This is an optimization exercise on Yosys and OpenROAD, whose aim is small area, not a production implementation. Function was checked by simulation only, so behaviour that the tests miss may differ from the original. The clock port is modelled as an ideal driver, which makes a skipped or thinned clock tree look cheaper than it is; a real chip needs a root buffer or a tree. Power is estimated from default activity; no workload was simulated.

// GPIO_demo
module GPIO_demo (
    SW, BTN, CLK, RST, LED, UART_TXD,
    RGB0_Red, RGB0_Green, RGB0_Blue,
    RGB1_Red, RGB1_Green, RGB1_Blue,
    RGB2_Red, RGB2_Green, RGB2_Blue,
    RGB3_Red, RGB3_Green, RGB3_Blue
);
    input  [3:0] SW;
    input  [3:0] BTN;
    input        CLK;
    input        RST;    
    output [3:0] LED;
    output       UART_TXD;
    output       RGB0_Red, RGB0_Green, RGB0_Blue;
    output       RGB1_Red, RGB1_Green, RGB1_Blue;
    output       RGB2_Red, RGB2_Green, RGB2_Blue;
    output       RGB3_Red, RGB3_Green, RGB3_Blue;
    assign LED = SW;
    wire press;      
    debouncer Inst_btn_debounce (
        .SIGNAL_I (BTN),
        .CLK_I    (CLK),
        .RST_I    (RST),
        .PRESS_O  (press)
    );
    wire pwm_red, pwm_green, pwm_blue;
    wire e_wrap;     
    wire v_lsb;      
    RGB_controller RGB_Core (
        .GCLK    (CLK),
        .RST     (RST),
        .E_WRAP  (e_wrap),
        .V_LSB   (v_lsb),
        .RED_O   (pwm_red),
        .GREEN_O (pwm_green),
        .BLUE_O  (pwm_blue)
    );
    assign RGB0_Red = pwm_red;  assign RGB0_Blue = pwm_green;  assign RGB0_Green = pwm_blue;
    assign RGB1_Red = pwm_red;  assign RGB1_Blue = pwm_green;  assign RGB1_Green = pwm_blue;
    assign RGB2_Red = pwm_red;  assign RGB2_Blue = pwm_green;  assign RGB2_Green = pwm_blue;
    assign RGB3_Red = pwm_red;  assign RGB3_Blue = pwm_green;  assign RGB3_Green = pwm_blue;
    UART_TX_CTRL u_uart_tx_ctrl (
        .CLK     (CLK),
        .RST     (RST),
        .E_WRAP  (e_wrap),
        .V_LSB   (v_lsb),
        .PRESS   (press),
        .UART_TX (UART_TXD)
    );
endmodule
clock: 10.0 ns
lec_check: 0
cap_margin: 20
core_margin: 2
core_utilization: 65
place_density: 0.8
slew_margin: 20
standard.sh (not shown) runs the stock make flow with config.mk's settings and CLKGATE_MAP_FILE= SYNTH_SCRIPT=/design/flow/synth_recipe.tcl, a recipe that flattens the netlist after the stock synthesis.
==> flow/flow/run.sh <==
#!/bin/bash
# Layout flow: the standard synthesis, then a stronger ABC re-mapping of the
# combinational logic (registers are kept as they are: same names, same cells),
# then the standard ORFS flow from floorplan to finish, with smaller port buffers
# and clock tree settings from flow/cts_args.txt or flow/manual_cts.tcl.
# Each tool's full output goes to a log file of its own in the work folder.
set -euo pipefail
WORK=$(pwd)
RES=$WORK/orfs/results/$FLOW_PLATFORM/GPIO_demo/base
SEEDS="${REOPT_SEEDS:-1 2}"
DEEP_T="${REOPT_T:-60}"

bash standard.sh synth > $WORK/log_1_standard_synth.txt 2>&1

cp $RES/1_2_yosys.v $RES/1_2_yosys_standard.v
# several ABC runs with different seeds in parallel; keep the smallest result
for s in $SEEDS; do
  sed -e "s/@T@/$DEEP_T/" -e "s/@S@/$s/" $WORK/flow/deep.script.in > $WORK/deep_$s.script
  REOPT_IN=$RES/1_2_yosys_standard.v REOPT_OUT=$WORK/reopt_$s.v \
    REOPT_SCRIPT=$WORK/deep_$s.script \
    yosys -c $WORK/flow/reopt.tcl > $WORK/log_2_reopt_seed$s.txt 2>&1 &
done
wait
best=""; best_area=""
for s in $SEEDS; do
  [[ -f $WORK/reopt_$s.v.stat.txt ]] || continue
  a=$(awk '/Chip area/ {print $NF}' $WORK/reopt_$s.v.stat.txt)
  echo "seed $s area $a" >> $WORK/log_2_reopt_choice.txt
  if [[ -z "$best" ]] || awk -v a=$a -v b=$best_area 'BEGIN {exit !(a < b)}'; then best=$s; best_area=$a; fi
done
echo "chosen seed $best area $best_area" >> $WORK/log_2_reopt_choice.txt
cp $WORK/reopt_$best.v $RES/1_2_yosys.v

export BUFFER_PORTS_ARGS="-buffer_cell sky130_fd_sc_hd__buf_1"
if [[ -f $WORK/flow/cts_args.txt ]]; then
  export CTS_ARGS="$(cat $WORK/flow/cts_args.txt)"
fi
# flow/manual_cts.tcl, if present, replaces TritonCTS with a fixed buffer grid
# (settings in flow/manual_cts.env)
if [[ -f $WORK/flow/manual_cts.tcl ]]; then
  export PRE_CTS_TCL=$WORK/flow/manual_cts.tcl
  set -a; source $WORK/flow/manual_cts.env; set +a
fi
bash standard.sh finish > $WORK/log_3_standard_finish.txt 2>&1
Other scripts of this flow, unchanged in this note and not shown: flow/flow/deep.script.in, flow/flow/manual_cts.env, flow/flow/manual_cts.tcl, flow/flow/reopt.tcl
Next try:
--- a/flow/flow/run.sh
+++ b/flow/flow/run.sh
@@ -9,4 +9,4 @@
 RES=$WORK/orfs/results/$FLOW_PLATFORM/GPIO_demo/base
-SEEDS="${REOPT_SEEDS:-1 2}"
-DEEP_T="${REOPT_T:-60}"
+SEEDS="${REOPT_SEEDS:-1 2 3 4}"
+DEEP_T="${REOPT_T:-240}"
 
Total power is higher by 2.4%.
Setup slack got worse by 0.21 ns.
Sequential cell count does not change.
Hold slack improved by 0.0053 ns.
No run of this note takes its clock network from TritonCTS; it comes from the design's own scripts or RTL.

========
The RTL this note starts from:
==> flow/design.v <==
module debouncer (SIGNAL_I, CLK_I, RST_I, PRESS_O);
    input  [3:0] SIGNAL_I;
    input        CLK_I;
    input        RST_I;      
    output       PRESS_O;    
    parameter [9:0] CNT_POL = 10'b10_1010_1010;
    reg [9:0] cnt_q0, cnt_q1, cnt_q2, cnt_q3;    
    reg [3:0] sig_out_reg;
    wire [9:0] cnt0 = cnt_q0 ^ CNT_POL;
    wire [9:0] cnt1 = cnt_q1 ^ CNT_POL;
    wire [9:0] cnt2 = cnt_q2 ^ CNT_POL;
    wire [9:0] cnt3 = cnt_q3 ^ CNT_POL;
    wire [3:0] low_zero = {~|cnt3[8:0], ~|cnt2[8:0], ~|cnt1[8:0], ~|cnt0[8:0]};
    wire [3:0] at_max   = {cnt3[9], cnt2[9], cnt1[9], cnt0[9]} & low_zero;
    wire [3:0] clr = {4{RST_I}} | ~(SIGNAL_I ^ sig_out_reg) | at_max;
    function [9:0] nxt;
        input [9:0] c;
        input       z;
        begin
            nxt = {c[8:0], c[9] ^ c[6] ^ z};
        end
    endfunction
    always @(posedge CLK_I) begin
        cnt_q0 <= (clr[0] ? 10'd0 : nxt(cnt0, low_zero[0])) ^ CNT_POL;
        cnt_q1 <= (clr[1] ? 10'd0 : nxt(cnt1, low_zero[1])) ^ CNT_POL;
        cnt_q2 <= (clr[2] ? 10'd0 : nxt(cnt2, low_zero[2])) ^ CNT_POL;
        cnt_q3 <= (clr[3] ? 10'd0 : nxt(cnt3, low_zero[3])) ^ CNT_POL;
    end
    always @(posedge CLK_I) begin
        if (RST_I) sig_out_reg <= 4'b0000;
        else       sig_out_reg <= sig_out_reg ^ at_max;
    end
    assign PRESS_O = |(at_max & ~sig_out_reg);
endmodule
module UART_TX_CTRL (CLK, RST, E_WRAP, V_LSB, PRESS, UART_TX);
    input  CLK;
    input  RST;       
    input  E_WRAP;    
    input  V_LSB;     
    input  PRESS;     
    output UART_TX;
    parameter [3:0] S_GUARD = 4'd9;
    parameter [3:0] S_WAIT  = 4'd10;
    parameter [3:0] S_PRESS = 4'd11;
    parameter [3:0] S_SEND  = 4'd13;
    parameter [3:0] S_IDLE  = 4'd14;
    parameter [3:0] S_STOP  = 4'd8;
    parameter [6:0] T_FIRST = 7'd7;     
    parameter [6:0] T_LOAD  = 7'd5;     
    parameter [6:0] T_LAST  = 7'd10;    
    parameter [5:0] C_WELCOME = 6'd33;
    parameter [5:0] C_BUTTON  = 6'd8;
    reg [3:0] slot;
    reg [6:0] tmr;
    reg [5:0] chr;
    wire tmr_end = (tmr == T_LAST);
    wire timed   = (slot < 4'd9) || (slot > 4'd13);    
    wire last    = &chr[4:0];
    always @(posedge CLK) begin
        if (RST) slot <= S_GUARD;
        else case (slot)
            S_GUARD: if (E_WRAP && V_LSB) slot <= S_IDLE;
            S_WAIT:  if (PRESS) slot <= S_PRESS;
            S_STOP:  if (tmr_end) slot <= last ? (PRESS ? S_PRESS : S_WAIT) : S_SEND;
            4'd11, 4'd12, S_SEND: slot <= slot + 4'd1;
            default: if (tmr_end) slot <= slot + 4'd1;
        endcase
    end
    always @(posedge CLK) begin
        if (!timed)       tmr <= T_LOAD;
        else if (tmr_end) tmr <= T_FIRST;
        else              tmr <= {tmr[5:0], tmr[6] ^ tmr[5]};
    end
    always @(posedge CLK) begin
        if (slot == S_GUARD)              chr <= C_WELCOME;
        else if (slot == S_PRESS)         chr <= C_BUTTON;
        else if ((slot == S_STOP) && tmr_end) chr <= chr + 6'd1;
    end
    function [7:0] rom_byte;
        input [5:0] idx;
        begin
            case (idx)
                6'd8 : rom_byte = 8'h42;
                6'd9 : rom_byte = 8'h75;
                6'd10: rom_byte = 8'h74;
                6'd11: rom_byte = 8'h74;
                6'd12: rom_byte = 8'h6F;
                6'd13: rom_byte = 8'h6E;
                6'd14: rom_byte = 8'h20;
                6'd15: rom_byte = 8'h70;
                6'd16: rom_byte = 8'h72;
                6'd17: rom_byte = 8'h65;
                6'd18: rom_byte = 8'h73;
                6'd19: rom_byte = 8'h73;
                6'd20: rom_byte = 8'h20;
                6'd21: rom_byte = 8'h64;
                6'd22: rom_byte = 8'h65;
                6'd23: rom_byte = 8'h74;
                6'd24: rom_byte = 8'h65;
                6'd25: rom_byte = 8'h63;
                6'd26: rom_byte = 8'h74;
                6'd27: rom_byte = 8'h65;
                6'd28: rom_byte = 8'h64;
                6'd29: rom_byte = 8'h21;
                6'd30: rom_byte = 8'h0A;
                6'd31: rom_byte = 8'h0D;
                6'd33: rom_byte = 8'h0A;
                6'd34: rom_byte = 8'h0D;
                6'd35: rom_byte = 8'h41;
                6'd36: rom_byte = 8'h52;
                6'd37: rom_byte = 8'h54;
                6'd38: rom_byte = 8'h59;
                6'd39: rom_byte = 8'h20;
                6'd40: rom_byte = 8'h47;
                6'd41: rom_byte = 8'h50;
                6'd42: rom_byte = 8'h49;
                6'd43: rom_byte = 8'h4F;
                6'd44: rom_byte = 8'h2F;
                6'd45: rom_byte = 8'h55;
                6'd46: rom_byte = 8'h41;
                6'd47: rom_byte = 8'h52;
                6'd48: rom_byte = 8'h54;
                6'd49: rom_byte = 8'h20;
                6'd50: rom_byte = 8'h44;
                6'd51: rom_byte = 8'h45;
                6'd52: rom_byte = 8'h4D;
                6'd53: rom_byte = 8'h4F;
                6'd54: rom_byte = 8'h21;
                6'd55: rom_byte = 8'h20;
                6'd56: rom_byte = 8'h20;
                6'd57: rom_byte = 8'h20;
                6'd58: rom_byte = 8'h20;
                6'd59: rom_byte = 8'h20;
                6'd60: rom_byte = 8'h20;
                6'd61: rom_byte = 8'h0A;
                6'd62: rom_byte = 8'h0A;
                6'd63: rom_byte = 8'h0D;
                default: rom_byte = 8'h00;
            endcase
        end
    endfunction
    wire [7:0] cur_byte = rom_byte(chr);
    assign UART_TX = slot[3] ? ~(slot[2] & slot[1] & slot[0]) : cur_byte[slot[2:0]];
endmodule
module RGB_controller (GCLK, RST, E_WRAP, V_LSB, RED_O, GREEN_O, BLUE_O);
    input  GCLK;
    input  RST;         
    output E_WRAP;
    output V_LSB;
    output RED_O, GREEN_O, BLUE_O;
    parameter [10:0] E_FIRST = 11'd235;    
    parameter [10:0] E_START = 11'd227;    
    parameter [10:0] E_LAST  = 11'd454;    
    parameter [10:0] E_POL   = 11'b010_1010_1010;
    parameter [8:0]  VALCOUNTMAX = 9'd383;
    reg [7:0]  wcnt;
    reg [10:0] ecnt_q;
    reg [8:0]  vcnt;
    wire [10:0] ecnt = ecnt_q ^ E_POL;
    assign E_WRAP = (ecnt == E_LAST);
    assign V_LSB  = vcnt[0];
    always @(posedge GCLK) begin
        if (RST) wcnt <= 8'hFF;
        else     wcnt <= wcnt + 8'd1;
    end
    always @(posedge GCLK) begin
        if (RST)         ecnt_q <= E_START ^ E_POL;
        else if (E_WRAP) ecnt_q <= E_FIRST ^ E_POL;
        else             ecnt_q <= {ecnt[9:0], ecnt[10] ^ ecnt[8]} ^ E_POL;
    end
    always @(posedge GCLK) begin
        if (RST || (E_WRAP && (vcnt == VALCOUNTMAX))) vcnt <= 9'd0;
        else                                          vcnt <= vcnt + {8'd0, E_WRAP};
    end
    wire inc_on = ~wcnt[7] & (vcnt[6:0] > wcnt[6:0]);
    wire dec_on = ~wcnt[7] & (~vcnt[6:0] > wcnt[6:0]);
    reg red, green, blue;
    always @(*) begin
        case (vcnt[8:7])
            2'b00:   begin red = inc_on; green = dec_on; blue = 1'b0;   end
            2'b01:   begin red = dec_on; green = 1'b0;   blue = inc_on; end
            default: begin red = 1'b0;   green = inc_on; blue = dec_on; end
        endcase
    end
    assign RED_O   = red;
    assign GREEN_O = green;
    assign BLUE_O  = blue;
endmodule
module GPIO_demo (
    SW, BTN, CLK, RST, LED, UART_TXD,
    RGB0_Red, RGB0_Green, RGB0_Blue,
    RGB1_Red, RGB1_Green, RGB1_Blue,
    RGB2_Red, RGB2_Green, RGB2_Blue,
    RGB3_Red, RGB3_Green, RGB3_Blue
);
    input  [3:0] SW;
    input  [3:0] BTN;
    input        CLK;
    input        RST;    
    output [3:0] LED;
    output       UART_TXD;
    output       RGB0_Red, RGB0_Green, RGB0_Blue;
    output       RGB1_Red, RGB1_Green, RGB1_Blue;
    output       RGB2_Red, RGB2_Green, RGB2_Blue;
    output       RGB3_Red, RGB3_Green, RGB3_Blue;
    assign LED = SW;
    wire press;      
    debouncer Inst_btn_debounce (
        .SIGNAL_I (BTN),
        .CLK_I    (CLK),
        .RST_I    (RST),
        .PRESS_O  (press)
    );
    wire pwm_red, pwm_green, pwm_blue;
    wire e_wrap;     
    wire v_lsb;      
    RGB_controller RGB_Core (
        .GCLK    (CLK),
        .RST     (RST),
        .E_WRAP  (e_wrap),
        .V_LSB   (v_lsb),
        .RED_O   (pwm_red),
        .GREEN_O (pwm_green),
        .BLUE_O  (pwm_blue)
    );
    assign RGB0_Red = pwm_red;  assign RGB0_Blue = pwm_green;  assign RGB0_Green = pwm_blue;
    assign RGB1_Red = pwm_red;  assign RGB1_Blue = pwm_green;  assign RGB1_Green = pwm_blue;
    assign RGB2_Red = pwm_red;  assign RGB2_Blue = pwm_green;  assign RGB2_Green = pwm_blue;
    assign RGB3_Red = pwm_red;  assign RGB3_Blue = pwm_green;  assign RGB3_Green = pwm_blue;
    UART_TX_CTRL u_uart_tx_ctrl (
        .CLK     (CLK),
        .RST     (RST),
        .E_WRAP  (e_wrap),
        .V_LSB   (v_lsb),
        .PRESS   (press),
        .UART_TX (UART_TXD)
    );
endmodule
Settings: LEC_CHECK=0, CAP_MARGIN=20, CORE_MARGIN=2, CORE_UTILIZATION=40, SLEW_MARGIN=20; clock period 10.0 ns.
==> flow/flow/run.sh <==
#!/bin/bash
# Layout flow: the standard synthesis, then a stronger ABC re-mapping of the
# combinational logic (registers are kept as they are), then the standard ORFS
# flow from floorplan to finish with smaller port buffers and a leaner clock tree.
# Each tool's full output goes to a log file in the work folder.
set -euo pipefail
WORK=$(pwd)
RES=$WORK/orfs/results/$FLOW_PLATFORM/GPIO_demo/base

bash standard.sh synth > $WORK/log_1_standard_synth.txt 2>&1

cp $RES/1_2_yosys.v $RES/1_2_yosys_standard.v
REOPT_IN=$RES/1_2_yosys_standard.v REOPT_OUT=$RES/1_2_yosys.v \
  REOPT_SCRIPT=$WORK/flow/deep.script \
  yosys -c $WORK/flow/reopt.tcl > $WORK/log_2_reopt.txt 2>&1

export BUFFER_PORTS_ARGS="-buffer_cell sky130_fd_sc_hd__buf_1"
if [[ -f $WORK/flow/cts_args.txt ]]; then
  export CTS_ARGS="$(cat $WORK/flow/cts_args.txt)"
fi
bash standard.sh finish > $WORK/log_3_standard_finish.txt 2>&1
==> flow/flow/cts_args.txt <==
-sink_clustering_enable -repair_clock_nets -dont_use_dummy_load -buf_list sky130_fd_sc_hd__clkbuf_8 -sink_clustering_size 30 -sink_clustering_max_diameter 100
==> flow/flow/deep.script <==
strash
&get -n
&deepsyn -T 60
&put
dch -f
amap
==> flow/flow/reopt.tcl <==
# Re-map the combinational logic of the standard synthesis netlist with a
# stronger ABC script. Flip-flop cells stay as they are (same names, same cells).
yosys -import
set lib $::env(FLOW_HOME)/platforms/$::env(FLOW_PLATFORM)/lib/sky130_fd_sc_hd__tt_025C_1v80.lib
set top $::env(FLOW_TOP)

read_liberty -ignore_miss_func $lib
blackbox sky130_fd_sc_hd__df* sky130_fd_sc_hd__edf* sky130_fd_sc_hd__sdf* sky130_fd_sc_hd__dl*
read_verilog $::env(REOPT_IN)
hierarchy -top $top
flatten
opt -purge
tee -o $::env(REOPT_OUT).before_stat.txt stat
abc -script $::env(REOPT_SCRIPT) -liberty $lib \
  -dont_use sky130_fd_sc_hd__lpflow_* -dont_use sky130_fd_sc_hd__probe* \
  -dont_use sky130_fd_sc_hd__clkdly* -dont_use sky130_fd_sc_hd__dlygate* \
  -dont_use sky130_fd_sc_hd__dlymetal* -dont_use sky130_fd_sc_hd__clkbuf* \
  -dont_use sky130_fd_sc_hd__clkinv*
read_liberty -lib -overwrite $lib
hierarchy -top $top
opt_clean -purge
hilomap -singleton -hicell sky130_fd_sc_hd__conb_1 HI -locell sky130_fd_sc_hd__conb_1 LO
insbuf -buf sky130_fd_sc_hd__buf_4 A X
splitnets
opt_clean -purge
check -assert -mapped
tee -o $::env(REOPT_OUT).stat.txt stat -liberty $lib
write_verilog -noattr -nohex -nodec $::env(REOPT_OUT)
Next try:
==> flow/flow/run.sh (replaced) <==
#!/bin/bash
# Layout flow: the standard synthesis, then a stronger ABC re-mapping of the
# combinational logic (registers are kept as they are: same names, same cells),
# then the standard ORFS flow from floorplan to finish, with smaller port buffers
# and clock tree settings from flow/cts_args.txt.
# Each tool's full output goes to a log file of its own in the work folder.
set -euo pipefail
WORK=$(pwd)
RES=$WORK/orfs/results/$FLOW_PLATFORM/GPIO_demo/base
SEEDS="${REOPT_SEEDS:-1 2 3 4}"
DEEP_T="${REOPT_T:-240}"

bash standard.sh synth > $WORK/log_1_standard_synth.txt 2>&1

cp $RES/1_2_yosys.v $RES/1_2_yosys_standard.v
# several ABC runs with different seeds in parallel; keep the smallest result
for s in $SEEDS; do
  sed -e "s/@T@/$DEEP_T/" -e "s/@S@/$s/" $WORK/flow/deep.script.in > $WORK/deep_$s.script
  REOPT_IN=$RES/1_2_yosys_standard.v REOPT_OUT=$WORK/reopt_$s.v \
    REOPT_SCRIPT=$WORK/deep_$s.script \
    yosys -c $WORK/flow/reopt.tcl > $WORK/log_2_reopt_seed$s.txt 2>&1 &
done
wait
best=""; best_area=""
for s in $SEEDS; do
  [[ -f $WORK/reopt_$s.v.stat.txt ]] || continue
  a=$(awk '/Chip area/ {print $NF}' $WORK/reopt_$s.v.stat.txt)
  echo "seed $s area $a" >> $WORK/log_2_reopt_choice.txt
  if [[ -z "$best" ]] || awk -v a=$a -v b=$best_area 'BEGIN {exit !(a < b)}'; then best=$s; best_area=$a; fi
done
echo "chosen seed $best area $best_area" >> $WORK/log_2_reopt_choice.txt
cp $WORK/reopt_$best.v $RES/1_2_yosys.v

export BUFFER_PORTS_ARGS="-buffer_cell sky130_fd_sc_hd__buf_1"
if [[ -f $WORK/flow/cts_args.txt ]]; then
  export CTS_ARGS="$(cat $WORK/flow/cts_args.txt)"
fi
bash standard.sh finish > $WORK/log_3_standard_finish.txt 2>&1
==> flow/flow/cts_args.txt (replaced) <==
-sink_clustering_enable -repair_clock_nets -dont_use_dummy_load -buf_list sky130_fd_sc_hd__clkbuf_8
==> flow/flow/deep.script.in (new file) <==
strash
&get -n
&deepsyn -T @T@ -S @S@
&put
dch -f
amap
CORE_UTILIZATION = 65   (was 40)
PLACE_DENSITY = 0.8   (was unset)
removed: flow/flow/deep.script
Outcome:
- The changed run finished with timing, DRC and antenna clean
- global-route usage is higher by 8.8 points
- clock power hardly moves
- wire length is lower by 0.64%
- maximum frequency is higher by 12%
- synthesized cell count is lower by 1.8%
- core utilization is higher by 28 points
- synthesized area is lower by 0.60%
- clock-buffer cell count does not change
- hold slack is about the same
- sequential share of layout area is higher by 0.86 points
- cell area is lower by 1.8%

-- static timing again, ports no longer ideal --
How much do the figures lean on ideal ports? The routed layouts below were timed once more, with nothing changed but the port constraints.
Step 1: set_driving_cell puts a clkbuf_16 on CLK and a buf_2 on each other input, an assumption about the parent block.
Step 2 moves the port delays by t, midway between the first and last clock arrival at a register: inputs arrive t later, outputs are due t later. That takes back most of the time a late clock gives input paths.
Slacks: ideal / step 1 / step 2; pairs: ideal / step 1.
run	shift t [ns]	slack for setup (ns)	latest minus earliest clock arrival (ns)	worst register clock-pin slew, ns	cell pins on the clock port's net
the first run of note 1	0.444	5.102 / 5.078 / 5.522	0.016 / 0.016	0.10 / 0.10	1
the second run of note 1	0.438	4.896 / 4.869 / 5.306	0.028 / 0.027	0.12 / 0.12	1
the first run of note 2	0.368	4.898 / 4.867 / 5.235	0.035 / 0.034	0.09 / 0.09	1
the second run of note 2	0.368	5.434 / 5.405 / 5.773	0.026 / 0.026	0.09 / 0.09	1
After both steps setup and hold are still met in every run listed.
